Source: an optimization exercise on an open RTL-to-GDS flow (aim: small area, a short achievable clock period and few clock cycles per item). Production flows keep margins and buffers that such runs may drop. Function was not checked in any run shown here: the RTL went through the layout flow alone. Power is estimated from default activity; no workload was simulated.

==> design/flow/design.v <==
module mul24(input [23:0] a, input [23:0] a2, input [11:0] one, input [11:0] two, input [11:0] neg, input b23, input en, input [25:0] x0, input [25:0] x1, output [47:0] r0, output [47:0] r1);
wire [299:0] pv;
wire [25:0] ax = {1'b0, a, 1'b0};
wire [25:0] ax2 = {1'b0, a2, 1'b0};
wire [23:0] pl = a & {24{b23}};
wire [11:0] nn = ~neg & {12{en}};
wire t1, t2;
wire t3, t4;
wire t5, t6;
wire t7, t8;
wire t9, t10;
wire t11, t12;
wire t13, t14;
wire t15, t16;
wire t17, t18;
wire t19, t20;
wire t21, t22;
wire t23, t24;
wire t25, t26;
wire t27, t28;
wire t29, t30;
wire t31, t32;
wire t33, t34;
wire t35, t36;
wire t37, t38;
wire t39, t40;
wire t41, t42;
wire t43, t44;
wire t45, t46;
wire t47, t48;
wire t49, t50;
wire t51, t52;
wire t53, t54;
wire t55, t56;
wire t57, t58;
wire t59, t60;
wire t61, t62;
wire t63, t64;
wire t65, t66;
wire t67, t68;
wire t69, t70;
wire t71, t72;
wire t73, t74;
wire t75, t76;
wire t77, t78;
wire t79, t80;
wire t81, t82;
wire t83, t84;
wire t85, t86;
wire t87, t88;
wire t89, t90;
wire t91, t92;
wire t93, t94;
wire t95, t96;
wire t97, t98;
wire t99, t100;
wire t101, t102;
wire t103, t104;
wire t105, t106;
wire t107, t108;
wire t109, t110;
wire t111, t112;
wire t113, t114;
wire t115, t116;
wire t117, t118;
wire t119, t120;
wire t121, t122;
wire t123, t124;
wire t125, t126;
wire t127, t128;
wire t129, t130;
wire t131, t132;
wire t133, t134;
wire t135, t136;
wire t137, t138;
wire t139, t140;
wire t141, t142;
wire t143, t144;
wire t145, t146;
wire t147, t148;
wire t149, t150;
wire t151, t152;
wire t153, t154;
wire t155, t156;
wire t157, t158;
wire t159, t160;
wire t161, t162;
wire t163, t164;
wire t165, t166;
wire t167, t168;
wire t169, t170;
wire t171, t172;
wire t173, t174;
wire t175, t176;
wire t177, t178;
wire t179, t180;
wire t181, t182;
wire t183, t184;
wire t185, t186;
wire t187, t188;
wire t189, t190;
wire t191, t192;
wire t193, t194;
wire t195, t196;
wire t197, t198;
wire t199, t200;
wire t201, t202;
wire t203, t204;
wire t205, t206;
wire t207, t208;
wire t209, t210;
wire t211, t212;
wire t213, t214;
wire t215, t216;
wire t217, t218;
wire t219, t220;
wire t221, t222;
wire t223, t224;
wire t225, t226;
wire t227, t228;
wire t229, t230;
wire t231, t232;
wire t233, t234;
wire t235, t236;
wire t237, t238;
wire t239, t240;
wire t241, t242;
wire t243, t244;
wire t245, t246;
wire t247, t248;
wire t249, t250;
wire t251, t252;
wire t253, t254;
wire t255, t256;
wire t257, t258;
wire t259, t260;
wire t261, t262;
wire t263, t264;
wire t265, t266;
wire t267, t268;
wire t269, t270;
wire t271, t272;
wire t273, t274;
wire t275, t276;
wire t277, t278;
wire t279, t280;
wire t281, t282;
wire t283, t284;
wire t285, t286;
wire t287, t288;
wire t289, t290;
wire t291, t292;
wire t293, t294;
wire t295, t296;
wire t297, t298;
wire t299, t300;
wire t301, t302;
wire t303, t304;
wire t305, t306;
wire t307, t308;
wire t309, t310;
wire t311, t312;
wire t313, t314;
wire t315, t316;
wire t317, t318;
wire t319, t320;
wire t321, t322;
wire t323, t324;
wire t325, t326;
wire t327, t328;
wire t329, t330;
wire t331, t332;
wire t333, t334;
wire t335, t336;
wire t337, t338;
wire t339, t340;
wire t341, t342;
wire t343, t344;
wire t345, t346;
wire t347, t348;
wire t349, t350;
wire t351, t352;
wire t353, t354;
wire t355, t356;
wire t357, t358;
wire t359, t360;
wire t361, t362;
wire t363, t364;
wire t365, t366;
wire t367, t368;
wire t369, t370;
wire t371, t372;
wire t373, t374;
wire t375, t376;
wire t377, t378;
wire t379, t380;
wire t381, t382;
wire t383, t384;
wire t385, t386;
wire t387, t388;
wire t389, t390;
wire t391, t392;
wire t393, t394;
wire t395, t396;
wire t397, t398;
wire t399, t400;
wire t401, t402;
wire t403, t404;
wire t405, t406;
wire t407, t408;
wire t409, t410;
wire t411, t412;
wire t413, t414;
wire t415, t416;
wire t417, t418;
wire t419, t420;
wire t421, t422;
wire t423, t424;
wire t425, t426;
wire t427, t428;
wire t429, t430;
wire t431, t432;
wire t433, t434;
wire t435, t436;
wire t437, t438;
wire t439, t440;
wire t441, t442;
wire t443, t444;
wire t445, t446;
wire t447, t448;
wire t449, t450;
wire t451, t452;
wire t453, t454;
wire t455, t456;
wire t457, t458;
wire t459, t460;
wire t461, t462;
wire t463, t464;
wire t465, t466;
wire t467, t468;
wire t469, t470;
wire t471, t472;
wire t473, t474;
wire t475, t476;
wire t477, t478;
wire t479, t480;
wire t481, t482;
wire t483, t484;
wire t485, t486;
wire t487, t488;
wire t489, t490;
wire t491, t492;
wire t493, t494;
wire t495, t496;
wire t497, t498;
wire t499, t500;
wire t501, t502;
wire t503, t504;
wire t505, t506;
wire t507, t508;
wire t509, t510;
wire t511, t512;
wire t513, t514;
wire t515, t516;
wire t517, t518;
wire t519, t520;
wire t521, t522;
wire t523, t524;
wire t525, t526;
wire t527, t528;
wire t529, t530;
wire t531, t532;
wire t533, t534;
wire t535, t536;
wire t537, t538;
wire t539, t540;
wire t541, t542;
wire t543, t544;
wire t545, t546;
wire t547, t548;
wire t549, t550;
wire t551, t552;
wire t553, t554;
wire t555, t556;
wire t557, t558;
wire t559, t560;
wire t561, t562;
wire t563, t564;
wire t565, t566;
wire t567, t568;
wire t569, t570;
wire t571, t572;
wire t573, t574;
wire t575, t576;
wire t577, t578;
wire t579, t580;
wire t581, t582;
wire t583, t584;
wire t585, t586;
wire t587, t588;
wire t589, t590;
wire t591, t592;
genvar gi, gj;
generate for (gi = 0; gi < 6; gi = gi + 1) begin : g_pp
  for (gj = 0; gj < 25; gj = gj + 1) begin : g_j
    bpp u(one[gi], two[gi], neg[gi], ax2[gj+1], ax2[gj], pv[gi*25+gj]);
  end
end endgenerate
generate for (gi = 6; gi < 12; gi = gi + 1) begin : g_pq
  for (gj = 0; gj < 25; gj = gj + 1) begin : g_j
    bpp u(one[gi], two[gi], neg[gi], ax[gj+1], ax[gj], pv[gi*25+gj]);
  end
end endgenerate
ha2 ut1(pv[16], pv[39], t1, t2);
ha2 ut3(pv[17], pv[40], t3, t4);
fa3 ut5(pv[18], pv[41], pv[64], t5, t6);
ha2 ut7(pv[87], pv[110], t7, t8);
fa3 ut9(pv[19], pv[42], pv[65], t9, t10);
ha2 ut11(pv[88], pv[111], t11, t12);
fa3 ut13(pv[20], pv[43], pv[66], t13, t14);
fa3 ut15(pv[89], pv[112], pv[135], t15, t16);
ha2 ut17(pv[158], pv[181], t17, t18);
fa3 ut19(pv[21], pv[44], pv[67], t19, t20);
fa3 ut21(pv[90], pv[113], pv[136], t21, t22);
ha2 ut23(pv[159], pv[182], t23, t24);
fa3 ut25(pv[22], pv[45], pv[68], t25, t26);
fa3 ut27(pv[91], pv[114], pv[137], t27, t28);
fa3 ut29(pv[160], pv[183], pv[206], t29, t30);
ha2 ut31(pv[229], pv[252], t31, t32);
fa3 ut33(pv[23], pv[46], pv[69], t33, t34);
fa3 ut35(pv[92], pv[115], pv[138], t35, t36);
fa3 ut37(pv[161], pv[184], pv[207], t37, t38);
ha2 ut39(pv[230], pv[253], t39, t40);
fa3 ut41(pv[24], pv[47], pv[70], t41, t42);
fa3 ut43(pv[93], pv[116], pv[139], t43, t44);
fa3 ut45(pv[162], pv[185], pv[208], t45, t46);
fa3 ut47(pv[231], pv[254], pv[277], t47, t48);
fa3 ut49(neg[0], pv[48], pv[71], t49, t50);
fa3 ut51(pv[94], pv[117], pv[140], t51, t52);
fa3 ut53(pv[163], pv[186], pv[209], t53, t54);
fa3 ut55(pv[232], pv[255], pv[278], t55, t56);
fa3 ut57(neg[0], pv[49], pv[72], t57, t58);
fa3 ut59(pv[95], pv[118], pv[141], t59, t60);
fa3 ut61(pv[164], pv[187], pv[210], t61, t62);
fa3 ut63(pv[233], pv[256], pv[279], t63, t64);
fa3 ut65(nn[0], nn[1], pv[73], t65, t66);
fa3 ut67(pv[96], pv[119], pv[142], t67, t68);
fa3 ut69(pv[165], pv[188], pv[211], t69, t70);
fa3 ut71(pv[234], pv[257], pv[280], t71, t72);
fa3 ut73(en, pv[74], pv[97], t73, t74);
fa3 ut75(pv[120], pv[143], pv[166], t75, t76);
fa3 ut77(pv[189], pv[212], pv[235], t77, t78);
ha2 ut79(pv[258], pv[281], t79, t80);
fa3 ut81(nn[2], pv[98], pv[121], t81, t82);
fa3 ut83(pv[144], pv[167], pv[190], t83, t84);
fa3 ut85(pv[213], pv[236], pv[259], t85, t86);
fa3 ut87(en, pv[99], pv[122], t87, t88);
fa3 ut89(pv[145], pv[168], pv[191], t89, t90);
ha2 ut91(pv[214], pv[237], t91, t92);
fa3 ut93(nn[3], pv[123], pv[146], t93, t94);
fa3 ut95(pv[169], pv[192], pv[215], t95, t96);
fa3 ut97(en, pv[124], pv[147], t97, t98);
ha2 ut99(pv[170], pv[193], t99, t100);
fa3 ut101(nn[4], pv[148], pv[171], t101, t102);
ha2 ut103(en, pv[149], t103, t104);
ha2 ut105(pv[10], pv[33], t105, t106);
ha2 ut107(pv[11], pv[34], t107, t108);
fa3 ut109(pv[12], pv[35], pv[58], t109, t110);
ha2 ut111(pv[81], pv[104], t111, t112);
fa3 ut113(pv[13], pv[36], pv[59], t113, t114);
ha2 ut115(pv[82], pv[105], t115, t116);
fa3 ut117(pv[14], pv[37], pv[60], t117, t118);
fa3 ut119(pv[83], pv[106], pv[129], t119, t120);
ha2 ut121(pv[152], pv[175], t121, t122);
fa3 ut123(pv[15], pv[38], pv[61], t123, t124);
fa3 ut125(pv[84], pv[107], pv[130], t125, t126);
ha2 ut127(pv[153], pv[176], t127, t128);
fa3 ut129(t1, pv[62], pv[85], t129, t130);
fa3 ut131(pv[108], pv[131], pv[154], t131, t132);
fa3 ut133(pv[177], pv[200], neg[8], t133, t134);
fa3 ut135(t2, t3, pv[63], t135, t136);
fa3 ut137(pv[86], pv[109], pv[132], t137, t138);
fa3 ut139(pv[155], pv[178], pv[201], t139, t140);
fa3 ut141(t4, t5, t7, t141, t142);
fa3 ut143(pv[133], pv[156], pv[179], t143, t144);
fa3 ut145(pv[202], pv[225], neg[9], t145, t146);
fa3 ut147(t6, t8, t9, t147, t148);
fa3 ut149(t11, pv[134], pv[157], t149, t150);
fa3 ut151(pv[180], pv[203], pv[226], t151, t152);
fa3 ut153(t10, t12, t13, t153, t154);
fa3 ut155(t15, t17, pv[204], t155, t156);
fa3 ut157(pv[227], pv[250], neg[10], t157, t158);
fa3 ut159(t14, t16, t18, t159, t160);
fa3 ut161(t19, t21, t23, t161, t162);
fa3 ut163(pv[205], pv[228], pv[251], t163, t164);
fa3 ut165(t20, t22, t24, t165, t166);
fa3 ut167(t25, t27, t29, t167, t168);
fa3 ut169(t31, pv[275], neg[11], t169, t170);
fa3 ut171(t26, t28, t30, t171, t172);
fa3 ut173(t32, t33, t35, t173, t174);
fa3 ut175(t37, t39, pv[276], t175, t176);
fa3 ut177(t34, t36, t38, t177, t178);
fa3 ut179(t40, t41, t43, t179, t180);
fa3 ut181(t45, t47, pl[0], t181, t182);
fa3 ut183(t42, t44, t46, t183, t184);
fa3 ut185(t48, t49, t51, t185, t186);
fa3 ut187(t53, t55, pl[1], t187, t188);
fa3 ut189(t50, t52, t54, t189, t190);
fa3 ut191(t56, t57, t59, t191, t192);
fa3 ut193(t61, t63, pl[2], t193, t194);
fa3 ut195(t58, t60, t62, t195, t196);
fa3 ut197(t64, t65, t67, t197, t198);
fa3 ut199(t69, t71, pl[3], t199, t200);
fa3 ut201(t66, t68, t70, t201, t202);
fa3 ut203(t72, t73, t75, t203, t204);
fa3 ut205(t77, t79, pl[4], t205, t206);
fa3 ut207(t74, t76, t78, t207, t208);
fa3 ut209(t80, t81, t83, t209, t210);
fa3 ut211(t85, pv[282], pl[5], t211, t212);
fa3 ut213(t82, t84, t86, t213, t214);
fa3 ut215(t87, t89, t91, t215, t216);
fa3 ut217(pv[260], pv[283], pl[6], t217, t218);
fa3 ut219(t88, t90, t92, t219, t220);
fa3 ut221(t93, t95, pv[238], t221, t222);
fa3 ut223(pv[261], pv[284], pl[7], t223, t224);
fa3 ut225(t94, t96, t97, t225, t226);
fa3 ut227(t99, pv[216], pv[239], t227, t228);
fa3 ut229(pv[262], pv[285], pl[8], t229, t230);
fa3 ut231(t98, t100, t101, t231, t232);
fa3 ut233(pv[194], pv[217], pv[240], t233, t234);
fa3 ut235(pv[263], pv[286], pl[9], t235, t236);
fa3 ut237(t102, t103, pv[172], t237, t238);
fa3 ut239(pv[195], pv[218], pv[241], t239, t240);
fa3 ut241(pv[264], pv[287], pl[10], t241, t242);
fa3 ut243(t104, nn[5], pv[173], t243, t244);
fa3 ut245(pv[196], pv[219], pv[242], t245, t246);
fa3 ut247(pv[265], pv[288], pl[11], t247, t248);
fa3 ut249(en, pv[174], pv[197], t249, t250);
fa3 ut251(pv[220], pv[243], pv[266], t251, t252);
ha2 ut253(pv[289], pl[12], t253, t254);
fa3 ut255(nn[6], pv[198], pv[221], t255, t256);
fa3 ut257(pv[244], pv[267], pv[290], t257, t258);
fa3 ut259(en, pv[199], pv[222], t259, t260);
ha2 ut261(pv[245], pv[268], t261, t262);
fa3 ut263(nn[7], pv[223], pv[246], t263, t264);
ha2 ut265(en, pv[224], t265, t266);
ha2 ut267(pv[6], pv[29], t267, t268);
ha2 ut269(pv[7], pv[30], t269, t270);
fa3 ut271(pv[8], pv[31], pv[54], t271, t272);
ha2 ut273(pv[77], pv[100], t273, t274);
fa3 ut275(pv[9], pv[32], pv[55], t275, t276);
ha2 ut277(pv[78], pv[101], t277, t278);
fa3 ut279(t105, pv[56], pv[79], t279, t280);
fa3 ut281(pv[102], pv[125], neg[5], t281, t282);
fa3 ut283(t106, t107, pv[57], t283, t284);
fa3 ut285(pv[80], pv[103], pv[126], t285, t286);
fa3 ut287(t108, t109, t111, t287, t288);
fa3 ut289(pv[127], pv[150], neg[6], t289, t290);
fa3 ut291(t110, t112, t113, t291, t292);
fa3 ut293(t115, pv[128], pv[151], t293, t294);
fa3 ut295(t114, t116, t117, t295, t296);
fa3 ut297(t119, t121, neg[7], t297, t298);
fa3 ut299(t118, t120, t122, t299, t300);
fa3 ut301(t123, t125, t127, t301, t302);
fa3 ut303(t124, t126, t128, t303, t304);
fa3 ut305(t129, t131, t133, t305, t306);
fa3 ut307(t130, t132, t134, t307, t308);
fa3 ut309(t135, t137, t139, t309, t310);
fa3 ut311(t136, t138, t140, t311, t312);
fa3 ut313(t141, t143, t145, t313, t314);
fa3 ut315(t142, t144, t146, t315, t316);
fa3 ut317(t147, t149, t151, t317, t318);
fa3 ut319(t148, t150, t152, t319, t320);
fa3 ut321(t153, t155, t157, t321, t322);
fa3 ut323(t154, t156, t158, t323, t324);
fa3 ut325(t159, t161, t163, t325, t326);
fa3 ut327(t160, t162, t164, t327, t328);
fa3 ut329(t165, t167, t169, t329, t330);
fa3 ut331(t166, t168, t170, t331, t332);
fa3 ut333(t171, t173, t175, t333, t334);
fa3 ut335(t172, t174, t176, t335, t336);
fa3 ut337(t177, t179, t181, t337, t338);
fa3 ut339(t178, t180, t182, t339, t340);
fa3 ut341(t183, t185, t187, t341, t342);
fa3 ut343(t184, t186, t188, t343, t344);
fa3 ut345(t189, t191, t193, t345, t346);
fa3 ut347(t190, t192, t194, t347, t348);
fa3 ut349(t195, t197, t199, t349, t350);
fa3 ut351(t196, t198, t200, t351, t352);
fa3 ut353(t201, t203, t205, t353, t354);
fa3 ut355(t202, t204, t206, t355, t356);
fa3 ut357(t207, t209, t211, t357, t358);
fa3 ut359(t208, t210, t212, t359, t360);
fa3 ut361(t213, t215, t217, t361, t362);
fa3 ut363(t214, t216, t218, t363, t364);
fa3 ut365(t219, t221, t223, t365, t366);
fa3 ut367(t220, t222, t224, t367, t368);
fa3 ut369(t225, t227, t229, t369, t370);
fa3 ut371(t226, t228, t230, t371, t372);
fa3 ut373(t231, t233, t235, t373, t374);
fa3 ut375(t232, t234, t236, t375, t376);
fa3 ut377(t237, t239, t241, t377, t378);
fa3 ut379(t238, t240, t242, t379, t380);
fa3 ut381(t243, t245, t247, t381, t382);
fa3 ut383(t244, t246, t248, t383, t384);
fa3 ut385(t249, t251, t253, t385, t386);
fa3 ut387(t250, t252, t254, t387, t388);
fa3 ut389(t255, t257, pl[13], t389, t390);
fa3 ut391(t256, t258, t259, t391, t392);
fa3 ut393(t261, pv[291], pl[14], t393, t394);
fa3 ut395(t260, t262, t263, t395, t396);
fa3 ut397(pv[269], pv[292], pl[15], t397, t398);
fa3 ut399(t264, t265, pv[247], t399, t400);
fa3 ut401(pv[270], pv[293], pl[16], t401, t402);
fa3 ut403(t266, nn[8], pv[248], t403, t404);
fa3 ut405(pv[271], pv[294], pl[17], t405, t406);
fa3 ut407(en, pv[249], pv[272], t407, t408);
ha2 ut409(pv[295], pl[18], t409, t410);
fa3 ut411(nn[9], pv[273], pv[296], t411, t412);
ha2 ut413(en, pv[274], t413, t414);
ha2 ut415(pv[4], pv[27], t415, t416);
ha2 ut417(pv[5], pv[28], t417, t418);
fa3 ut419(t267, pv[52], pv[75], t419, t420);
fa3 ut421(t268, t269, pv[53], t421, t422);
fa3 ut423(t270, t271, t273, t423, t424);
fa3 ut425(t272, t274, t275, t425, t426);
fa3 ut427(t276, t278, t279, t427, t428);
fa3 ut429(t280, t282, t283, t429, t430);
fa3 ut431(t284, t286, t287, t431, t432);
fa3 ut433(t288, t290, t291, t433, t434);
fa3 ut435(t292, t294, t295, t435, t436);
fa3 ut437(t296, t298, t299, t437, t438);
fa3 ut439(t300, t302, t303, t439, t440);
fa3 ut441(t304, t306, t307, t441, t442);
fa3 ut443(t308, t310, t311, t443, t444);
fa3 ut445(t312, t314, t315, t445, t446);
fa3 ut447(t316, t318, t319, t447, t448);
fa3 ut449(t320, t322, t323, t449, t450);
fa3 ut451(t324, t326, t327, t451, t452);
fa3 ut453(t328, t330, t331, t453, t454);
fa3 ut455(t332, t334, t335, t455, t456);
fa3 ut457(t336, t338, t339, t457, t458);
fa3 ut459(t340, t342, t343, t459, t460);
fa3 ut461(t344, t346, t347, t461, t462);
fa3 ut463(t348, t350, t351, t463, t464);
fa3 ut465(t352, t354, t355, t465, t466);
fa3 ut467(t356, t358, t359, t467, t468);
fa3 ut469(t360, t362, t363, t469, t470);
fa3 ut471(t364, t366, t367, t471, t472);
fa3 ut473(t368, t370, t371, t473, t474);
fa3 ut475(t372, t374, t375, t475, t476);
fa3 ut477(t376, t378, t379, t477, t478);
fa3 ut479(t380, t382, t383, t479, t480);
fa3 ut481(t384, t386, t387, t481, t482);
fa3 ut483(t388, t390, t391, t483, t484);
fa3 ut485(t392, t394, t395, t485, t486);
fa3 ut487(t396, t398, t399, t487, t488);
fa3 ut489(t400, t402, t403, t489, t490);
fa3 ut491(t404, t406, t407, t491, t492);
fa3 ut493(t408, t410, t411, t493, t494);
fa3 ut495(t412, t413, pv[297], t495, t496);
fa3 ut497(t414, nn[10], pv[298], t497, t498);
ha2 ut499(en, pv[299], t499, t500);
ha2 ut501(pv[2], pv[25], t501, t502);
ha2 ut503(pv[3], pv[26], t503, t504);
fa3 ut505(t415, pv[50], neg[2], t505, t506);
fa3 ut507(t416, t417, pv[51], t507, t508);
fa3 ut509(t418, t419, neg[3], t509, t510);
fa3 ut511(t420, t421, pv[76], t511, t512);
fa3 ut513(t422, t423, neg[4], t513, t514);
fa3 ut515(t424, t425, t277, t515, t516);
fa3 ut517(t426, t427, t281, t517, t518);
fa3 ut519(t428, t429, t285, t519, t520);
fa3 ut521(t430, t431, t289, t521, t522);
fa3 ut523(t432, t433, t293, t523, t524);
fa3 ut525(t434, t435, t297, t525, t526);
fa3 ut527(t436, t437, t301, t527, t528);
fa3 ut529(t438, t439, t305, t529, t530);
fa3 ut531(t440, t441, t309, t531, t532);
fa3 ut533(t442, t443, t313, t533, t534);
fa3 ut535(t444, t445, t317, t535, t536);
fa3 ut537(t446, t447, t321, t537, t538);
fa3 ut539(t448, t449, t325, t539, t540);
fa3 ut541(t450, t451, t329, t541, t542);
fa3 ut543(t452, t453, t333, t543, t544);
fa3 ut545(t454, t455, t337, t545, t546);
fa3 ut547(t456, t457, t341, t547, t548);
fa3 ut549(t458, t459, t345, t549, t550);
fa3 ut551(t460, t461, t349, t551, t552);
fa3 ut553(t462, t463, t353, t553, t554);
fa3 ut555(t464, t465, t357, t555, t556);
fa3 ut557(t466, t467, t361, t557, t558);
fa3 ut559(t468, t469, t365, t559, t560);
fa3 ut561(t470, t471, t369, t561, t562);
fa3 ut563(t472, t473, t373, t563, t564);
fa3 ut565(t474, t475, t377, t565, t566);
fa3 ut567(t476, t477, t381, t567, t568);
fa3 ut569(t478, t479, t385, t569, t570);
fa3 ut571(t480, t481, t389, t571, t572);
fa3 ut573(t482, t483, t393, t573, t574);
fa3 ut575(t484, t485, t397, t575, t576);
fa3 ut577(t486, t487, t401, t577, t578);
fa3 ut579(t488, t489, t405, t579, t580);
fa3 ut581(t490, t491, t409, t581, t582);
fa3 ut583(t492, t493, pl[19], t583, t584);
fa3 ut585(t494, t495, pl[20], t585, t586);
fa3 ut587(t496, t497, pl[21], t587, t588);
fa3 ut589(t498, t499, pl[22], t589, t590);
fa3 ut591(t500, nn[11], pl[23], t591, t592);
assign r0 = {t590, t588, t586, t584, t582, t580, t578, t576, t574, t572, t570, t568, t566, t564, t562, t560, t558, t556, t554, t552, t550, t548, t546, t544, t542, t540, t538, t536, t534, t532, t530, t528, t526, t524, t522, t520, t518, t516, t514, t512, t510, t508, t506, t504, t502, t501, pv[1], pv[0]} | {x0, 22'd0};
assign r1 = {t591, t589, t587, t585, t583, t581, t579, t577, t575, t573, t571, t569, t567, t565, t563, t561, t559, t557, t555, t553, t551, t549, t547, t545, t543, t541, t539, t537, t535, t533, t531, t529, t527, t525, t523, t521, t519, t517, t515, t513, t511, t509, t507, t505, t503, neg[1], 1'b0, neg[0]} | {x1, 22'd0};
endmodule
module fa3(input a, input b, input c, output s, output co);
assign s = a ^ b ^ c;
assign co = (a & b) | (a & c) | (b & c);
endmodule
module bpp(input one, input two, input neg, input x, input xl, output p);
assign p = ((one & x) | (two & xl)) ^ neg;
endmodule
module ha2(input a, input b, output s, output co);
assign s = a ^ b;
assign co = a & b;
endmodule
module FPU(
input [31:0] Data1,
input [31:0] Data2,
input Clock,
input Reset,
input In_Data_Valid,
input Op,
output reg [31:0] Data_Out,
output reg Out_Data_Valid
);
reg [31:0] a0;
reg [31:23] b0;
reg [23:0] ab0;
reg mz2_0, andz0;
reg [11:0] one0, two0, neg0;
reg b23_0, ha0;
reg op0;
wire [25:0] be = {1'b0, |Data2[30:23], Data2[22:0], 1'b0};
integer i;
reg [2:0] vp;
always @(posedge Clock) begin
	a0 <= Data1;
	b0 <= Data2[31:23];
	op0 <= Op;
	ha0 <= |Data1[30:23];
	ab0 <= Op ? {|Data1[30:23], Data1[22:0]} : {|Data2[30:23], Data2[22:0]};
	mz2_0 <= ~|Data2[22:0];
	andz0 <= ~|(Data1[30:0] & Data2[30:0]);
	b23_0 <= Op & (|Data2[30:23]);
	for (i = 0; i < 12; i = i + 1) begin
		one0[i] <= Op & (be[2*i+1] ^ be[2*i]);
		two0[i] <= Op & ((be[2*i+2] & ~be[2*i+1] & ~be[2*i]) | (~be[2*i+2] & be[2*i+1] & be[2*i]));
		neg0[i] <= Op & be[2*i+2];
	end
end
always @(posedge Clock)
if (Reset) begin
	vp <= 3'd0;
	Out_Data_Valid <= 1'b0;
end else begin
	vp <= {vp[1:0], In_Data_Valid};
	Out_Data_Valid <= vp[2];
end
wire s1 = a0[31];
wire s2 = b0[31];
wire [7:0] e1 = a0[30:23];
wire [7:0] e2 = b0[30:23];
wire [23:0] MA = {ha0, a0[22:0]};
wire [23:0] MB = ab0;    
wire addm = ~op0;
wire swap = {e2, ab0[22:0]} > a0[30:0];
wire ge = e1 >= e2;
wire [7:0] d = ge ? (e1 - e2) : (e2 - e1);
wire [7:0] eL = ge ? e1 : e2;
wire [23:0] ML = swap ? MB : {|e1, a0[22:0]};
wire [23:0] MSe = ge ? MB : {|e1, a0[22:0]};
wire [23:0] MS0 = swap ? {|e1, a0[22:0]} : MB;
wire sub = addm & (s1 ^ s2);
wire [23:0] MSs = (op0 || d > 8'd23) ? 24'd0 : ((d == 8'd0) ? MS0 : (MSe >> d[4:0]));
wire [47:0] A0 = {1'b0, ML & {24{addm}}, sub, 22'd0};
wire [47:0] A1 = {sub, MSs ^ {24{sub}}, sub, 22'd0};
wire [47:0] r0, r1;
mul24 mul(.a(MA), .a2(ab0), .one(one0), .two(two0), .neg(neg0), .b23(b23_0), .en(op0),
	.x0(A0[47:22]), .x1(A1[47:22]), .r0(r0), .r1(r1));
wire [9:0] expm = {2'b00, e1} + {2'b00, e2} - 10'd127;
wire [9:0] base = op0 ? expm : {2'b00, eL};
wire [9:0] thr = base - 10'd254;
wire ff1 = &e1;
wire ff2 = &e2;
wire mz1 = ~|a0[22:0];
wire mz2 = mz2_0;
wire z1 = ~|a0[30:0];
wire z2 = ~|e2 & mz2_0;
wire nan = (ff1 & ~mz1) | (ff2 & ~mz2);
wire inf1 = ff1 & mz1;
wire inf2 = ff2 & mz2;
wire efa = nan | (inf1 & inf2 & (s1 ^ s2));
wire efm = nan | (z1 & inf2) | (z2 & inf1);
wire [9:0] bp = base + 10'd1;
reg [47:0] row0, row1;
reg [7:0] bp1;
reg men1, negx1;
reg thrv1, thrge1;
reg op1, sg1, ef1, nzand1, andz1;
always @(posedge Clock) begin
	row0 <= r0;
	row1 <= r1;
	bp1 <= bp[7:0];
	men1 <= ~bp[9] & (bp <= 10'd24);
	negx1 <= bp[9];
	thrv1 <= ~thr[9] & (thr <= 10'd24);
	thrge1 <= ~thr[9] & (thr >= 10'd25);
	op1 <= op0;
	sg1 <= op0 ? (s1 ^ s2) : (swap ? s2 : s1);
	ef1 <= op0 ? efm : efa;
	nzand1 <= ~z1 & ~z2;
	andz1 <= andz0;
end
wire [47:0] X = row0 + row1;
reg [47:0] X2;
reg [7:0] bp2;
reg men2, negx2;
reg thrv2, thrge2;
reg op2, sg2, ef2, nzand2, andz2;
always @(posedge Clock) begin
	X2 <= X;
	bp2 <= bp1;
	men2 <= men1;
	negx2 <= negx1;
	thrv2 <= thrv1;
	thrge2 <= thrge1;
	op2 <= op1;
	sg2 <= sg1;
	ef2 <= ef1;
	nzand2 <= nzand1;
	andz2 <= andz1;
end
wire negx = negx2;
wire [24:0] mask = men2 ? (25'h1000000 >> bp2[4:0]) : 25'd0;
wire [31:0] lzin32 = {X2[47:23] | mask, 7'h7f};
wire [31:0] lz_z0 = ~lzin32;
wire [15:0] lz_z1;
wire [15:0] lz_c1;
assign lz_z1[0] = lz_z0[1] & lz_z0[0];
assign lz_c1[0] = lz_z0[1];
assign lz_z1[1] = lz_z0[3] & lz_z0[2];
assign lz_c1[1] = lz_z0[3];
assign lz_z1[2] = lz_z0[5] & lz_z0[4];
assign lz_c1[2] = lz_z0[5];
assign lz_z1[3] = lz_z0[7] & lz_z0[6];
assign lz_c1[3] = lz_z0[7];
assign lz_z1[4] = lz_z0[9] & lz_z0[8];
assign lz_c1[4] = lz_z0[9];
assign lz_z1[5] = lz_z0[11] & lz_z0[10];
assign lz_c1[5] = lz_z0[11];
assign lz_z1[6] = lz_z0[13] & lz_z0[12];
assign lz_c1[6] = lz_z0[13];
assign lz_z1[7] = lz_z0[15] & lz_z0[14];
assign lz_c1[7] = lz_z0[15];
assign lz_z1[8] = lz_z0[17] & lz_z0[16];
assign lz_c1[8] = lz_z0[17];
assign lz_z1[9] = lz_z0[19] & lz_z0[18];
assign lz_c1[9] = lz_z0[19];
assign lz_z1[10] = lz_z0[21] & lz_z0[20];
assign lz_c1[10] = lz_z0[21];
assign lz_z1[11] = lz_z0[23] & lz_z0[22];
assign lz_c1[11] = lz_z0[23];
assign lz_z1[12] = lz_z0[25] & lz_z0[24];
assign lz_c1[12] = lz_z0[25];
assign lz_z1[13] = lz_z0[27] & lz_z0[26];
assign lz_c1[13] = lz_z0[27];
assign lz_z1[14] = lz_z0[29] & lz_z0[28];
assign lz_c1[14] = lz_z0[29];
assign lz_z1[15] = lz_z0[31] & lz_z0[30];
assign lz_c1[15] = lz_z0[31];
wire [7:0] lz_z2;
wire [15:0] lz_c2;
assign lz_z2[0] = lz_z1[1] & lz_z1[0];
assign lz_c2[1:0] = lz_z1[1] ? {1'b1, lz_c1[0:0]} : {1'b0, lz_c1[1:1]};
assign lz_z2[1] = lz_z1[3] & lz_z1[2];
assign lz_c2[3:2] = lz_z1[3] ? {1'b1, lz_c1[2:2]} : {1'b0, lz_c1[3:3]};
assign lz_z2[2] = lz_z1[5] & lz_z1[4];
assign lz_c2[5:4] = lz_z1[5] ? {1'b1, lz_c1[4:4]} : {1'b0, lz_c1[5:5]};
assign lz_z2[3] = lz_z1[7] & lz_z1[6];
assign lz_c2[7:6] = lz_z1[7] ? {1'b1, lz_c1[6:6]} : {1'b0, lz_c1[7:7]};
assign lz_z2[4] = lz_z1[9] & lz_z1[8];
assign lz_c2[9:8] = lz_z1[9] ? {1'b1, lz_c1[8:8]} : {1'b0, lz_c1[9:9]};
assign lz_z2[5] = lz_z1[11] & lz_z1[10];
assign lz_c2[11:10] = lz_z1[11] ? {1'b1, lz_c1[10:10]} : {1'b0, lz_c1[11:11]};
assign lz_z2[6] = lz_z1[13] & lz_z1[12];
assign lz_c2[13:12] = lz_z1[13] ? {1'b1, lz_c1[12:12]} : {1'b0, lz_c1[13:13]};
assign lz_z2[7] = lz_z1[15] & lz_z1[14];
assign lz_c2[15:14] = lz_z1[15] ? {1'b1, lz_c1[14:14]} : {1'b0, lz_c1[15:15]};
wire [3:0] lz_z3;
wire [11:0] lz_c3;
assign lz_z3[0] = lz_z2[1] & lz_z2[0];
assign lz_c3[2:0] = lz_z2[1] ? {1'b1, lz_c2[1:0]} : {1'b0, lz_c2[3:2]};
assign lz_z3[1] = lz_z2[3] & lz_z2[2];
assign lz_c3[5:3] = lz_z2[3] ? {1'b1, lz_c2[5:4]} : {1'b0, lz_c2[7:6]};
assign lz_z3[2] = lz_z2[5] & lz_z2[4];
assign lz_c3[8:6] = lz_z2[5] ? {1'b1, lz_c2[9:8]} : {1'b0, lz_c2[11:10]};
assign lz_z3[3] = lz_z2[7] & lz_z2[6];
assign lz_c3[11:9] = lz_z2[7] ? {1'b1, lz_c2[13:12]} : {1'b0, lz_c2[15:14]};
wire [1:0] lz_z4;
wire [7:0] lz_c4;
assign lz_z4[0] = lz_z3[1] & lz_z3[0];
assign lz_c4[3:0] = lz_z3[1] ? {1'b1, lz_c3[2:0]} : {1'b0, lz_c3[5:3]};
assign lz_z4[1] = lz_z3[3] & lz_z3[2];
assign lz_c4[7:4] = lz_z3[3] ? {1'b1, lz_c3[8:6]} : {1'b0, lz_c3[11:9]};
wire [0:0] lz_z5;
wire [4:0] lz_c5;
assign lz_z5[0] = lz_z4[1] & lz_z4[0];
assign lz_c5[4:0] = lz_z4[1] ? {1'b1, lz_c4[3:0]} : {1'b0, lz_c4[7:4]};
wire [4:0] cnt = lz_c5;
wire zeroM = ~|X2[47:23];
wire [46:0] q0 = X2[46:0];
wire [46:0] q1 = cnt[4] ? {q0[30:0], 16'd0} : q0;
wire [46:0] q2 = cnt[3] ? {q1[38:0], 8'd0} : q1;
wire [46:0] q3 = cnt[2] ? {q2[42:0], 4'd0} : q2;
wire [46:0] q4 = cnt[1] ? {q3[44:0], 2'd0} : q3;
wire [46:0] shl = cnt[0] ? {q4[45:0], 1'd0} : q4;
wire [7:0] et = bp2 - {3'd0, cnt};
wire [4:0] thr5 = bp2[4:0] + 5'd1;
wire [24:0] therm = ~(25'h0ffffff >> thr5);
wire OFm = thrge2 | (thrv2 & (|(X2[47:23] & therm)));
wire bp255 = (bp2 == 8'd255);
wire OFa = zeroM ? bp255 : ((bp255 & X2[47]) | ((bp2 == 8'd0) & ~X2[47] & X2[46]));
wire OF = op2 ? OFm : OFa;
wire zero25 = ~|lzin32[31:7];
wire [22:0] mres = (OF || negx || zero25 || (op2 && andz2)) ? 23'd0 : shl[46:24];
wire [7:0] eres = OF ? 8'hFF :
                  (op2 ? ((nzand2 && !negx) ? et : 8'd0)
                       : (zeroM ? 8'd0 : et));
always @(posedge Clock)
	Data_Out <= ef2 ? 32'hFFFFFFFF : {sg2, eres, mres};
endmodule
==> design/flow/flow/run.sh <==
#!/bin/bash
set -euo pipefail
bash standard.sh SETUP_SLACK_MARGIN=10.9 'BUFFER_PORTS_ARGS=-buffer_cell sky130_fd_sc_hd__buf_1' finish > standard.log 2>&1
==> design/flow/standard.sh <==
#!/bin/bash
# synth_recipe.tcl (not shown) runs the flow's synth.tcl, then flattens the netlist and writes it again
# the make line also repeats each setting of config.mk as NAME=value (left out here)
make -C /OpenROAD-flow-scripts/flow DESIGN_CONFIG=/design/flow/config.mk WORK_HOME=/design/flow/orfs CLKGATE_MAP_FILE= SYNTH_SCRIPT=/design/flow/synth_recipe.tcl "${@:-finish}"
==> design/flow/config.mk <==
export PLATFORM = sky130hd
export DESIGN_NAME = FPU
export DESIGN_NICKNAME = FPU
export VERILOG_FILES = /design/flow/design.v
export SDC_FILE = /design/flow/constraint.sdc
export NUM_CORES = 8
export LEC_CHECK = 0
export CAP_MARGIN = 20
export CORE_MARGIN = 2
export CORE_UTILIZATION = 62
export CTS_CLUSTER_DIAMETER = 120
export CTS_CLUSTER_SIZE = 28
export PLACE_DENSITY = 0.7
export SLEW_MARGIN = 20
export SYNTH_HIERARCHICAL = 1
export SYNTH_MINIMUM_KEEP_SIZE = 0
export TNS_END_PERCENT = 5
==> design/flow/constraint.sdc <==
create_clock -name core_clock -period 15.0 [get_ports {Clock}]
set_input_delay 3.0000 -clock core_clock [delete_from_list [all_inputs] [get_ports {Clock}]]
set_output_delay 3.0000 -clock core_clock [all_outputs]
set_load 0.01 [all_outputs]
==> results of run 1 <==
-- cell families (layout without fill, tap and decap cells) --
| family | Yosys count | count (layout) | share of synthesized area, % |
|---|---|---|---|
| multiplexers | 175 | 175 | 6.63 |
| AO/OA/AOI/OAI | 881 | 881 | 24.7 |
| AND/OR/NAND/NOR | 580 | 581 | 10.2 |
| adder cells (fa/ha/maj) | 420 | 420 | 23.1 |
| XOR/XNOR | 398 | 398 | 11.1 |
| other | 2 | 27 | 0.0239 |
| buffers and inverters | 243 | 348 | 3.96 |
| flip-flops | 319 | 319 | 20.3 |
-- power groups by stage --
| stage | logic, mW | registers, mW | clock network (mW) |
|---|---|---|---|
| floorplan | 2.91 | 1.40 | 0 |
| global placement | 4.05 | 1.44 | 0 |
| detailed placement | 4.13 | 1.44 | 0 |
| CTS | 4.19 | 1.42 | 0.517 |
| global route | 4.75 | 1.45 | 0.544 |
| finish | 4.43 | 1.43 | 0.508 |
-- Yosys stat by module, one instance, submodules excluded --
module	cells	copies in the design	area, um^2	flip-flops and latches
mul24	136	1	936	0
fa3	1	264	20.0	0
ha2	1	32	12.5	0
bpp	2	300	21.3	0
FPU	1986	1	18500	319
-- timing repair --
| action | in CTS | in global routing |
|---|---|---|
| pin swaps | 8 | 13 |
| resized for setup | 65 | 71 |
| setup buffers | 18 | 28 |
| hold endpoints to repair | 0 | 0 |
| cloned | 2 | 1 |
| setup endpoints to repair | 75 | 62 |
-- cell usage in the layout (no fill, tap or decap), drive strengths merged, types with 15 or more instances in the layout --
cell type,instances
xnor2,363
dfxtp,319
a22oi,310
fa,269
buf,228
ha,151
a21oi,148
nor2,121
o21ai,106
mux2i,105
inv,95
nand2,79
and2,63
a21o,57
or2,56
mux2,48
nand3,44
nor3,42
nor2b,37
xor2,35
a211oi,29
nand4,28
conb,26
a31oi,24
mux4,22
a221o,21
nor4,21
o21a,20
clkbuf,20
a221oi,20
o211ai,19
a21boi,18
nand2b,17
nand3b,15
-- synth_stat cells (9+ instances only) --
library cell,instances,area (um^2)
buf_2,35,175
buf_6,10,113
o21a_1,19,143
nand2_1,78,293
ha_1,151,1890
o211ai_1,19,143
buf_4,54,405
a211oi_1,27,203
nand3b_1,15,113
or3b_2,11,96.3
o31ai_1,9,67.6
o221ai_1,12,105
xnor2_1,362,3170
xor2_1,35,307
inv_1,91,342
nor2b_1,37,231
a22oi_1,10,75.1
a221o_1,21,210
and3_1,11,68.8
a21oi_1,145,726
a21boi_0,16,120
a22oi_2,300,3750
nand4_1,28,175
a221oi_1,18,158
nand2b_1,15,93.8
or3_1,9,56.3
mux2_2,48,541
and2_2,19,143
fa_1,269,5390
a21o_1,57,428
clkbuf_1,43,161
o21bai_1,11,82.6
or2_2,56,350
a31oi_1,22,138
mux2i_1,105,1050
nor2_1,117,439
and2_1,43,269
mux4_2,22,495
nand3_1,43,215
o21ai_0,95,475
dfxtp_1,319,6390
nor3_1,40,200
nor4_1,20,125
-- worst paths after layout --
| kind | start | endpoint | cells past startpoint |
|---|---|---|---|
| worst max-delay path | one0[2]$_DFF_P_ | row1[23]$_DFF_P_ | 9 |
| worst min-delay path | bp1[2]$_DFF_P_ | bp2[2]$_DFF_P_ | 0 |
| worst min register to register | bp1[2]$_DFF_P_ | bp2[2]$_DFF_P_ | 0 |
| worst max register to register | one0[2]$_DFF_P_ | row1[23]$_DFF_P_ | 9 |
-- metal layers --
| layer | track usage [%] | vias up | part of all wire [%] |
|---|---|---|---|
| met5 | 0 | - | 0.0090 |
| met4 | 26.9 | 2 | 7.9 |
| met3 | 12.4 | 662 | 12 |
| met2 | 66.2 | 2077 | 45 |
| met1 | 48.7 | 12800 | 35 |
| li1 | - | 11200 | - |
-- sequential cells by signal (all words and copies together), names as in the netlist, 3 cells and up --
| name | count |
|---|---|
| b0 | 9 |
| two0 | 12 |
| Data_Out | 32 |
| row1 | 48 |
| bp2 | 8 |
| ab0 | 24 |
| one0 | 12 |
| a0 | 32 |
| X2 | 48 |
| bp1 | 8 |
| row0 | 48 |
| vp | 3 |
| neg0 | 12 |
-- per-stage QoR --
step	worst slack (ns)	hold slack (ns)	utilization (%)	cells	cell area, um^2
floorplan	10.88	0.310	-	3042	31600
global placement	9.55	0.311	64.9	3750	32600
detailed placement	9.54	0.313	64.9	3750	32600
CTS	10.76	0.323	66.7	3791	33500
global route	10.79	0.340	67.9	3820	34100
finish	10.80	0.326	68.0	3821	34100
-- final cells by class --
| cell class | count | area (um^2) | share of cell area, % |
|---|---|---|---|
| Sequential cell | 319 | 6450 | 18.9 |
| Inverter | 95 | 364 | 1.07 |
| Clock inverter | 4 | 53.8 | 0.158 |
| Antenna cell | 1 | 2.50 | 0.00734 |
| Tap cell | 672 | 841 | 2.47 |
| Multi-Input combinational cell | 2481 | 24300 | 71.4 |
| Timing Repair Buffer | 232 | 1630 | 4.77 |
| Clock buffer | 17 | 425 | 1.25 |
-- critical path, cell delays in order, from the launching register on --
cell     delay [ns]
dfxtp_1        0.34
buf_4          0.47
a22oi_2        0.17
xnor2_1        0.27
fa_1           0.50
fa_1           0.51
fa_1           0.42
fa_1           0.59
fa_1           0.49
or2_2          0.30
==> metrics.yaml, run 1 <==
setup_path:
  rrSetupSlack_ns: 10.80
  cp-end-kind: "flip-flop"
  crit_arrival_ns: 4.63
  critPathMaxFanout: 25
  crit_type: "reg -> reg"
  critPathRequiredTime_ns: 15.43
  start_kind: "flip-flop"
floorplanning:
  rows: 82
  start_util_pct: 62.7
  io_pins: 101
  design.core.area_um2: 50200
  die_h_um: 229
  die_area_um2: 52600
  die_w_um: 229
pwr:
  ir_worst_vdd_v: 0.000216
  pwr-share-clk_pct: 8.0
  pwr-share-comb_pct: 69.6
  p_seq_share_pct: 22.4
  switching_share_pct: 48.2
  total_power_mw: 6.37
  power_switching_mw: 3.07
  internal_power_mw: 3.30
  powerDensity_nw_per_um2: 187
  cellLeakagePower_nw: 12.7
cells_and_area:
  flow.area_growth_from_synthesis_pct: 8.33
  nNetsFinal: 3633
  fillCellCount: 3824
  drive_gt1_share_pct: 23.2
sta:
  clock-skew-final_ns: 0.0291
  final.period_utilization_pct: 28.0
  final.setup.tns_ns: 0
  layout_min_cycle_time_ns: 4.20
  relSlewSlack_pct: 29.2
  rsz0062_at_grt: "true"
  max_slew.worst_pin.slew_ns: 1.06
  timing_hold_violations_final: 0
  setup_viol: 0
  fmax_ghz: 0.238
  final_max_slew_viol_count: 0
clock_tree:
  htreeDepth: 1
  clkTransAtPathRegs_ns: 0.11
  insertion_delay_ns: 0.55
  clkSinkCount: 319
  cts-root-buf: "clkbuf_16"
  hold_buffers: 0
  cts_tree: "done"
  clockBufferDepth: 3
  cts_buffers: 16
status:
  run_status: "timing/DRC/antenna clean"
logic_synthesis:
  synth_async_sr_flop_share_pct: 0
  ys_types: 103
  synth.avg_cell_area_um2: 10.4
  synthFlopType: "dfxtp_1"
  syn_area_um2: 31500
  synth_edf_count: 0
  yosysWarnings: 7
  yosysSeqAreaShare_pct: 20.3
  synth-seq-cells: 319
  syn_inst: 3018
placement:
  dp_hpwl_um: 78800
  place_congestion: 0.998
  port-buffer-count: 100
detailed_routing:
  detail_route.wl_per_cell_um: 29.1
  drt-pass1-iter-count: 8
  ant_nets: 0
  wirelength_um: 111000
  post-route-drc-count: 0
  avgViaCountPerCell: 7.00
  drtIter0Drc: 3113
  vias: 26800
run:
  max-cap-violations: 0
global_route:
  grt_remaining_overflow: 0
  grt_pass1_vias: 27700
  grt_antenna_before_repair: 3
  grt_usage_pct: 41.5
  grt_first_pass_wirelength_um: 167000
  grt_max_degree: 62
worst_hold_path:
  hp-class: "reg -> reg"
==> inputs of run 2 (changes only) <==
--- a/design/flow/config.mk
+++ b/design/flow/config.mk
@@ -11,5 +11,5 @@
 export CTS_CLUSTER_DIAMETER = 120
 export CTS_CLUSTER_SIZE = 28
-export PLACE_DENSITY = 0.7
+export PLACE_DENSITY = 0.75
 export SLEW_MARGIN = 20
 export SYNTH_HIERARCHICAL = 1
==> run 2 against run 1 <==
- global-route usage increased by 2.3 points
- critical endpoint is now row1[31]$_DFF_P_
- critical path type unchanged
- synthesized area unchanged
- still clean
- power decreased by 2.5%
- design area about the same
==> metrics.yaml, run 2 <==
status:
  run_status: "timing/DRC/antenna clean"
setup_path:
  crit_path_frequent_cell: "fa_1"
  crit_arrival_ns: 4.56  # -0.07 ns
  path_depth: 9  # unchanged
  cpPeakStageDelay_ns: 0.61  # +0.02 ns
  start_kind: "flip-flop"
  rr_endpoint: "row1[31]$_DFF_P_"
  slowest_stage: "fa_1"
  critPathMaxFanout: 40  # +60%
  worstPathCellList: "buf_6 -> buf_16 -> nor2b_1 -> fa_1 -> fa_1 -> fa_1 -> fa_1 -> fa_1 -> or2_2"
  r2r_cells: 9  # unchanged
  rrSetupSlack_ns: 10.89  # +0.09 ns
  rr_startpoint: "op0$_DFF_P_"
  cp-end-kind: "flip-flop"
  critPathBufInv: 2  # +1
  crit_end: "row1[31]$_DFF_P_"
  crit_type: "reg -> reg"
  startpoint: "op0$_DFF_P_"
  critPathRequiredTime_ns: 15.45  # +0.02 ns
  crit_family: "adder cells"
logic_synthesis:
  yosysSeqAreaShare_pct: 20.3  # unchanged
  syn_inst: 3018  # unchanged
  synth_edf_count: 0  # unchanged
  synth_top_cell_area_share_pct: 20.3  # unchanged
  synth_async_sr_flop_share_pct: 0  # unchanged
  synth.avg_cell_area_um2: 10.4  # unchanged
  synth_area_leader_cell: "dfxtp_1"
  yosys.cell_count.top_type: "xnor2_1"
  yosysWarnings: 7  # unchanged
  synthTopCellsByCount: "xnor2_1 (362), dfxtp_1 (319), a22oi_2 (300)"
  synthFlopType: "dfxtp_1"
  synth-seq-cells: 319  # unchanged
  syn_area_um2: 31500  # unchanged
  ys_types: 103  # unchanged
  synthTopCellsByArea: "dfxtp_1 (20%), fa_1 (17%), a22oi_2 (12%)"
sta:
  whs_ns: 0.338  # +0.0119 ns
  final.period_utilization_pct: 27.4  # -0.59 points
  final.setup.tns_ns: 0  # unchanged
  setup_viol: 0  # unchanged
  fmax_ghz: 0.243  # +2.1%
  timing_hold_violations_final: 0  # unchanged
  relSlewSlack_pct: 30.8  # +1.7 points
  max_slew.worst_pin.slew_ns: 1.04  # -0.0238 ns
  rsz0062_at_grt: "true"
  setup_ws_ns: 10.89  # +0.0882 ns
  final_max_slew_viol_count: 0  # unchanged
  layout_min_cycle_time_ns: 4.11  # -0.0882 ns
  clock-skew-final_ns: 0.0316  # +0.00244 ns
clock_tree:
  cts_tree: "done"
  cts-root-buf: "clkbuf_16"
  insertion_delay_ns: 0.57  # +0.02 ns
  htreeDepth: 1  # unchanged
  cts_buffers: 17  # +1
  clkSinkCount: 319  # unchanged
  clkTransAtPathRegs_ns: 0.11  # about the same
  hold_buffers: 0  # unchanged
  clockBufferDepth: 3  # unchanged
detailed_routing:
  wl_met3_um: 14100  # +4.7%
  drtIter0Drc: 2843  # -8.7%
  post-route-drc-count: 0  # unchanged
  wirelength_um: 117000  # +5.4%
  vias: 27100  # +1.1%
  ant_nets: 0  # unchanged
  avgViaCountPerCell: 7.10  # +1.4%
  wl_met1_um: 41100  # +5.7%
  drt-pass1-iter-count: 8  # unchanged
  wl_met2_um: 52000  # +3.9%
  top_layer_used: "met5"
  detail_route.wl_per_cell_um: 30.8  # +5.7%
pwr:
  powerDensity_nw_per_um2: 182  # -2.4%
  total_power_mw: 6.21  # -2.5%
  pwr-share-clk_pct: 8.6  # +0.6 points
  switching_share_pct: 47.7  # -0.44 points
  internal_power_mw: 3.24  # -1.7%
  ir_worst_vdd_v: 0.000130  # -40%
  cellLeakagePower_nw: 12.6  # -0.25%
  power_switching_mw: 2.96  # -3.4%
  p_seq_share_pct: 23.6  # +1.2 points
  pwr-share-comb_pct: 67.8  # -1.8 points
global_route:
  grt_remaining_overflow: 0  # unchanged
  grt_first_pass_wirelength_um: 173000  # +3.9%
  grt_max_degree: 62  # unchanged
  grt_usage_pct: 43.8  # +2.3 points
  grt_antenna_before_repair: 4  # +1
  grt_pass1_vias: 27700  # +0.22%
floorplanning:
  die_area_um2: 52600  # unchanged
  die_w_um: 229  # unchanged
  die_h_um: 229  # unchanged
  rows: 82  # unchanged
  design.core.area_um2: 50200  # unchanged
  io_pins: 101  # unchanged
  start_util_pct: 62.7  # unchanged
placement:
  dpl.cell_count: 3752  # +0.053%
  port-buffer-count: 100  # unchanged
  pre_cts_slack_ns: 9.73  # +0.195 ns
  placed_area_um2: 32600  # about the same
  place_congestion: 1.02  # +1.7%
  dp_hpwl_um: 79500  # +0.86%
cells_and_area:
  nNetsFinal: 3618  # -0.41%
  final_common_cell: "xnor2_1"
  layout.cells.non_filler: 3811  # -0.26%
  flow.area_growth_from_synthesis_pct: 8.26  # about the same
  final_cell_mix: "xnor2_1 (362), a22oi_2 (301), dfxtp_1 (296)"
  final_area_um2: 34100  # about the same
  drive_gt1_share_pct: 22.7  # -0.42 points
  fin_util_pct: 67.9  # about the same
  largestRegisters: "X2 x48, row0 x48, row1 x48"
run:
  max-cap-violations: 0  # unchanged
worst_hold_path:
  hp-class: "reg -> reg"
## run 2: cell counts after synthesis
Identical to the previous run, type by type.
## run 2: layout make-up
cell class                      count  area (um^2)
Antenna cell                        3         7.51
Clock buffer                       18          429
Clock inverter                      7         92.6
Fill cell                        3846        16100
Inverter                           95          357
Multi-Input combinational cell   2482        24400
Sequential cell                   319         6450
Tap cell                          672          841
Timing Repair Buffer              215         1530
## run 2: worst min path at each step
stage | from | endpoint | slack (ns) | cells past startpoint
2_1_floorplan | andz0$_DFF_P_ | andz1$_DFF_P_ | 0.31 | 0
3_3_place_gp | op1$_DFF_P_ | op2$_DFF_P_ | 0.31 | 0
3_5_place_dp | negx1$_DFF_P_ | negx2$_DFF_P_ | 0.31 | 0
4_1_cts | negx1$_DFF_P_ | negx2$_DFF_P_ | 0.34 | 0
5_1_grt | bp1[5]$_DFF_P_ | bp2[5]$_DFF_P_ | 0.34 | 0
6_report | negx1$_DFF_P_ | negx2$_DFF_P_ | 0.34 | 0
## run 2: repair_timing
action,CTS,global route
pin swaps,8,9
endpoints found under the setup margin,79,69
buffers inserted,13,14
gates resized for setup,70,80
gates cloned,3,1
## run 2: Yosys stat by module, one instance, submodules excluded
module  flops+latches  copies in the design
FPU               319                     1
bpp                 0                   300
fa3                 0                   264
ha2                 0                    32
mul24               0                     1
## run 2: logic make-up (layout without fill, tap and decap cells)
family          count (synthesis)  in the layout  share of synthesized area [%]
compound gates                881            882                           24.7
flops                         319            319                           20.3
buf+inv                       243            335                           3.96
mux                           175            175                           6.63
xor+xnor                      398            398                           11.1
other cells                     2             29                         0.0239
fa+ha+maj                     420            420                           23.1
simple gates                  580            581                           10.2
## run 2: worst reg2reg max path: stages (launching register included)
cell     delay, ns
dfxtp_2       0.33
buf_6         0.29
buf_16        0.32
nor2b_1       0.24
fa_1          0.46
fa_1          0.46
fa_1          0.46
fa_1          0.61
fa_1          0.53
or2_2         0.31
## run 2: metal layers
metal | track usage, % | vias to the layer above
met5 | 0 | -
met4 | 30.1 | 4
met3 | 12.1 | 627
met2 | 69.5 | 1981
met1 | 51.7 | 13200
li1 | - | 11200
## run 2: power by group through the flow
stage	registers, mW	logic (mW)	clock network (mW)
final	1.46	4.21	0.536
after global routing	1.47	4.51	0.561
after floorplan	1.40	2.91	0
after global placement	1.46	3.85	0
after detailed placement	1.47	3.94	0
after CTS	1.45	4.00	0.540
==> inputs of run 3 (changes only) <==
--- a/design/flow/design.v
+++ b/design/flow/design.v
@@ -723,5 +723,6 @@
 reg [47:0] X2;
 reg [7:0] bp2;
-reg men2, negx2;
+reg [24:0] mask2;
+reg negx2;
 reg thrv2, thrge2;
 reg op2, sg2, ef2, nzand2, andz2;
@@ -729,5 +730,5 @@
 	X2 <= X;
 	bp2 <= bp1;
-	men2 <= men1;
+	mask2 <= men1 ? (25'h1000000 >> bp1[4:0]) : 25'd0;
 	negx2 <= negx1;
 	thrv2 <= thrv1;
@@ -740,5 +741,5 @@
 end
 wire negx = negx2;
-wire [24:0] mask = men2 ? (25'h1000000 >> bp2[4:0]) : 25'd0;
+wire [24:0] mask = mask2;
 wire [31:0] lzin32 = {X2[47:23] | mask, 7'h7f};
 wire [31:0] lz_z0 = ~lzin32;
--- a/design/flow/config.mk
+++ b/design/flow/config.mk
@@ -11,5 +11,5 @@
 export CTS_CLUSTER_DIAMETER = 120
 export CTS_CLUSTER_SIZE = 28
-export PLACE_DENSITY = 0.75
+export PLACE_DENSITY = 0.7
 export SLEW_MARGIN = 20
 export SYNTH_HIERARCHICAL = 1
==> run 3 against run 2 <==
- maximum frequency shrank 1.5%
- critical path depth is the same
- die area shrank 0.19%
- register-to-register slack lost 0.06 ns
- synthesized cell count grew 0.27%
- first-iteration DRC count shrank 2.6%
- sequential share of layout area grew 1.6 points
- sequential cell count grew 24
- non-clock buffer count shrank 11
- synthesized area shrank 0.19%
- critical path type unchanged
- critical endpoint is now row1[26]$_DFF_P_
==> metrics.yaml, run 3 <==
logic_synthesis:
  yosys.area_share.simple_pct: 11.1  # +0.91 points
  synth.avg_cell_area_um2: 10.4  # -0.45%
  synthFlopType: "dfxtp_1"
  synth_edf_count: 0  # unchanged
  yosys.cell_count.top_type: "xnor2_1"
  synthTopCellsByCount: "xnor2_1 (363), dfxtp_1 (343), a22oi_2 (300)"
  ys_types: 86  # -17%
  syn_inst: 3026  # +0.27%
  synth_compound_area_share_pct: 21.8  # -2.8 points
  synth-seq-cells: 343  # +7.5%
  syn_area_um2: 31400  # -0.19%
  synth_mux_area_share_pct: 7.50  # +0.87 points
  synth_top_family_by_area: "adder cells"
  synth_async_sr_flop_share_pct: 0  # unchanged
  synthTopCellsByArea: "dfxtp_1 (22%), fa_1 (17%), a22oi_2 (12%)"
  yosys.area_share.adder_pct: 23.1  # -0.035 points
  yosysWarnings: 7  # unchanged
  yosysSeqAreaShare_pct: 21.9  # +1.6 points
  synth_area_leader_cell: "dfxtp_1"
  synth_top_cell_area_share_pct: 21.9  # +1.6 points
  synth-xor-area-share_pct: 11.2  # +0.11 points
detailed_routing:
  drtIter0Drc: 2769  # -2.6%
  drt-pass1-iter-count: 8  # unchanged
  post-route-drc-count: 0  # unchanged
  detail_route.wl_per_cell_um: 27.9  # -9.5%
  wl_met3_um: 11100  # -21%
  ant_nets: 0  # unchanged
  avgViaCountPerCell: 6.77  # -4.7%
  top_layer_used: "met5"
  wl_met1_um: 40200  # -2.2%
  wirelength_um: 107000  # -9.2%
  vias: 25900  # -4.3%
  wl_met2_um: 48000  # -7.7%
floorplanning:
  start_util_pct: 62.7  # about the same
  rows: 82  # unchanged
  design.core.area_um2: 50100  # -0.20%
  io_pins: 101  # unchanged
  die_area_um2: 52500  # -0.19%
  die_h_um: 229  # about the same
  die_w_um: 229  # about the same
pwr:
  ir_worst_vdd_v: 0.000133  # +2.5%
  powerDensity_nw_per_um2: 185  # +1.5%
  total_power_mw: 6.25  # +0.62%
  cellLeakagePower_nw: 12.6  # about the same
sta:
  final_max_slew_viol_count: 0  # unchanged
  timing_hold_violations_final: 0  # unchanged
  layout_min_cycle_time_ns: 4.17  # +0.0629 ns
  setup_viol: 0  # unchanged
  final.period_utilization_pct: 27.8  # +0.42 points
  max_slew.worst_pin.slew_ns: 1.05  # +0.0146 ns
  rsz0062_at_grt: "true"
  whs_ns: 0.338  # -0.0000580 ns
  relSlewSlack_pct: 29.9  # -0.97 points
  clock-skew-final_ns: 0.0259  # -0.00569 ns
  fmax_ghz: 0.240  # -1.5%
  final.setup.tns_ns: 0  # unchanged
run:
  max-cap-violations: 0  # unchanged
worst_hold_path:
  hp-class: "reg -> reg"
  hp-start: "sg1$_DFF_P_"
  hold_path_depth: 0  # unchanged
  hold_end: "sg2$_DFF_P_"
cells_and_area:
  fillCellCount: 4075  # +6.0%
  final_area_um2: 33800  # -0.83%
  flow.area_growth_from_synthesis_pct: 7.57
  drive_gt1_share_pct: 20.7  # -2.0 points
  nNetsFinal: 3629  # +0.30%
  seq_area_um2: 6930  # +7.5%
  final_common_cell: "xnor2_1"
  final_cell_mix: "xnor2_1 (363), dfxtp_1 (316), a22oi_2 (301)"
  largestRegisters: "X2 x48, row0 x48, row1 x48"
  multi_input_comb_area_um2: 23900  # -2.1%
global_route:
  grt_max_degree: 62  # unchanged
  grt_first_pass_wirelength_um: 161000  # -7.1%
  grt_usage_pct: 39.9  # -3.9 points
  grt_antenna_before_repair: 7  # +3
  grt_pass1_vias: 26600  # -4.2%
  grt_remaining_overflow: 0  # unchanged
setup_path:
  crit_arrival_ns: 4.63  # +0.07 ns
  worstPathCellList: "buf_4 -> a22oi_2 -> xnor2_1 -> fa_1 -> fa_1 -> fa_1 -> fa_1 -> fa_1 -> or2_2"
  cp-end-kind: "flip-flop"
  rr_startpoint: "one0[11]$_DFF_P_"
  critPathRequiredTime_ns: 15.46  # about the same
  crit_type: "reg -> reg"
  rr_endpoint: "row1[26]$_DFF_P_"
  start_kind: "flip-flop"
  cpPeakStageDelay_ns: 0.59  # -0.02 ns
  crit_path_frequent_cell: "fa_1"
  critPathMaxFanout: 25  # -38%
  slowest_stage: "fa_1"
  r2r_cells: 9  # unchanged
  rrSetupSlack_ns: 10.83  # -0.06 ns
clock_tree:
  cts_tree: "done"
  cts_buffers: 18  # +1
  clkTransAtPathRegs_ns: 0.10  # about the same
  clkSinkCount: 343  # +7.5%
  cts-root-buf: "clkbuf_16"
  htreeDepth: 1  # unchanged
  clockBufferDepth: 3  # unchanged
  hold_buffers: 0  # unchanged
  insertion_delay_ns: 0.56  # about the same
placement:
  place_congestion: 0.965  # -4.9%
  port-buffer-count: 100  # unchanged
  dp_hpwl_um: 74400  # -6.4%
  placed_area_um2: 32700  # +0.28%
status:
  run_status: "timing/DRC/antenna clean"
run 3: power by group:
part | leakage [nW] | internal, mW | total (mW) | switching, mW
Combinational | 9.48 | 1.81 | 4.22 | 2.41
Sequential | 2.88 | 1.22 | 1.46 | 0.237
Clock | 0.273 | 0.234 | 0.564 | 0.330
Total | 12.6 | 3.27 | 6.25 | 2.98
run 3: metal layers:
metal  vias to the layer above  track usage [%]
met1                     12700             49.8
met5                         -                0
met3                       466             9.64
met4                        10             22.7
met2                      1648             63.4
li1                      11100                -
run 3: what timing repair did:
item,4_1_cts,5_1_grt
setup endpoints to repair,85,56
buffers inserted,8,9
gates resized for setup,42,51
cloned,2,2
pin swaps,6,7
run 3: per-stage QoR:
| step | instances | utilization, % | worst slack (ns) |
|---|---|---|---|
| 2_1_floorplan | 3050 | - | 10.88 |
| 6_report | 3824 | 67.5 | 10.83 |
| 4_1_cts | 3810 | 66.9 | 10.74 |
| 3_5_place_dp | 3774 | 65.2 | 9.63 |
| 3_3_place_gp | 3774 | 65.2 | 9.73 |
| 5_1_grt | 3822 | 67.5 | 10.79 |
run 3: cell families (layout without fill, tap and decap cells):
group           count (synthesis)  count (layout)
simple gates                  666             667
buf+inv                       217             315
flops                         343             343
other cells                     2              29
mux                           202             202
compound gates                776             776
fa+ha+maj                     418             418
xor+xnor                      402             402
run 3: worst max-delay path: cells and delay by family (launching register included):
kind / cells / cell delay, ns
and+or+nand+nor: 1 / 0.32
buffers and inverters: 1 / 0.48
xor gates and xnor gates: 1 / 0.23
adders and majority gates: 5 / 2.49
DFF: 1 / 0.33
AOI/OAI and AO/OA: 1 / 0.18
run 3: worst max path at each step:
| stage | cells past startpoint | from | end | slack, ns |
|---|---|---|---|---|
| 2_1_floorplan | 8 | one0[2]$_DFF_P_ | row1[23]$_DFF_P_ | 10.88 |
| 3_3_place_gp | 15 | a0[23]$_DFF_P_ | row1[30]$_DFF_P_ | 9.73 |
| 3_5_place_dp | 15 | a0[23]$_DFF_P_ | row1[30]$_DFF_P_ | 9.63 |
| 4_1_cts | 18 | a0[23]$_DFF_P_ | row1[41]$_DFF_P_ | 10.74 |
| 5_1_grt | 7 | op0$_DFF_P_ | row1[36]$_DFF_P_ | 10.79 |
| 6_report | 9 | one0[11]$_DFF_P_ | row1[26]$_DFF_P_ | 10.83 |
run 3: layout make-up:
| cell class | instances | area share (%) |
|---|---|---|
| tap | 672 | 2.49 |
| sequential | 343 | 20.5 |
| inverter | 85 | 0.959 |
| antenna | 3 | 0.0222 |
| clock buffer | 19 | 1.34 |
| clock inverter | 7 | 0.330 |
| timing repair buffer | 204 | 3.74 |
| multi-input combinational | 2491 | 70.6 |
run 3: Yosys stat by module, one instance, submodules excluded:
module | cells | flops+latches | cell area [um^2]
mul24 | 136 | 0 | 936
fa3 | 1 | 0 | 20.0
bpp | 2 | 0 | 21.3
FPU | 1994 | 343 | 18400
ha2 | 1 | 0 | 12.5

[re-timing with driven ports]
The flow's constraints put no driver on any port. The routed layouts listed below were extracted and timed again, unchanged, in two steps.
Step 1, drivers: a clkbuf_16 drives Clock and a buf_2 each remaining input, both assumed.
Step 2 also shifts input and output timing later by t, the mid clock arrival at the registers, as if the neighbouring blocks saw the same clock.
Three values: ideal ports, drivers, drivers and shift; two values: the first two.
run | t (ns) | setup slack, ns | worst setup path at the end
run 1 | 0.599 | 10.802 / 10.802 / 10.663 | input to register
run 2 | 0.615 | 10.890 / 10.859 / 10.633 | input to register
run 3 | 0.614 | 10.827 / 10.827 / 10.640 | input to register
After both steps every run listed still meets setup and hold. The setup slack of run 2, which loses most, moves by -0.031 ns with the drivers and by -0.257 ns with both steps.
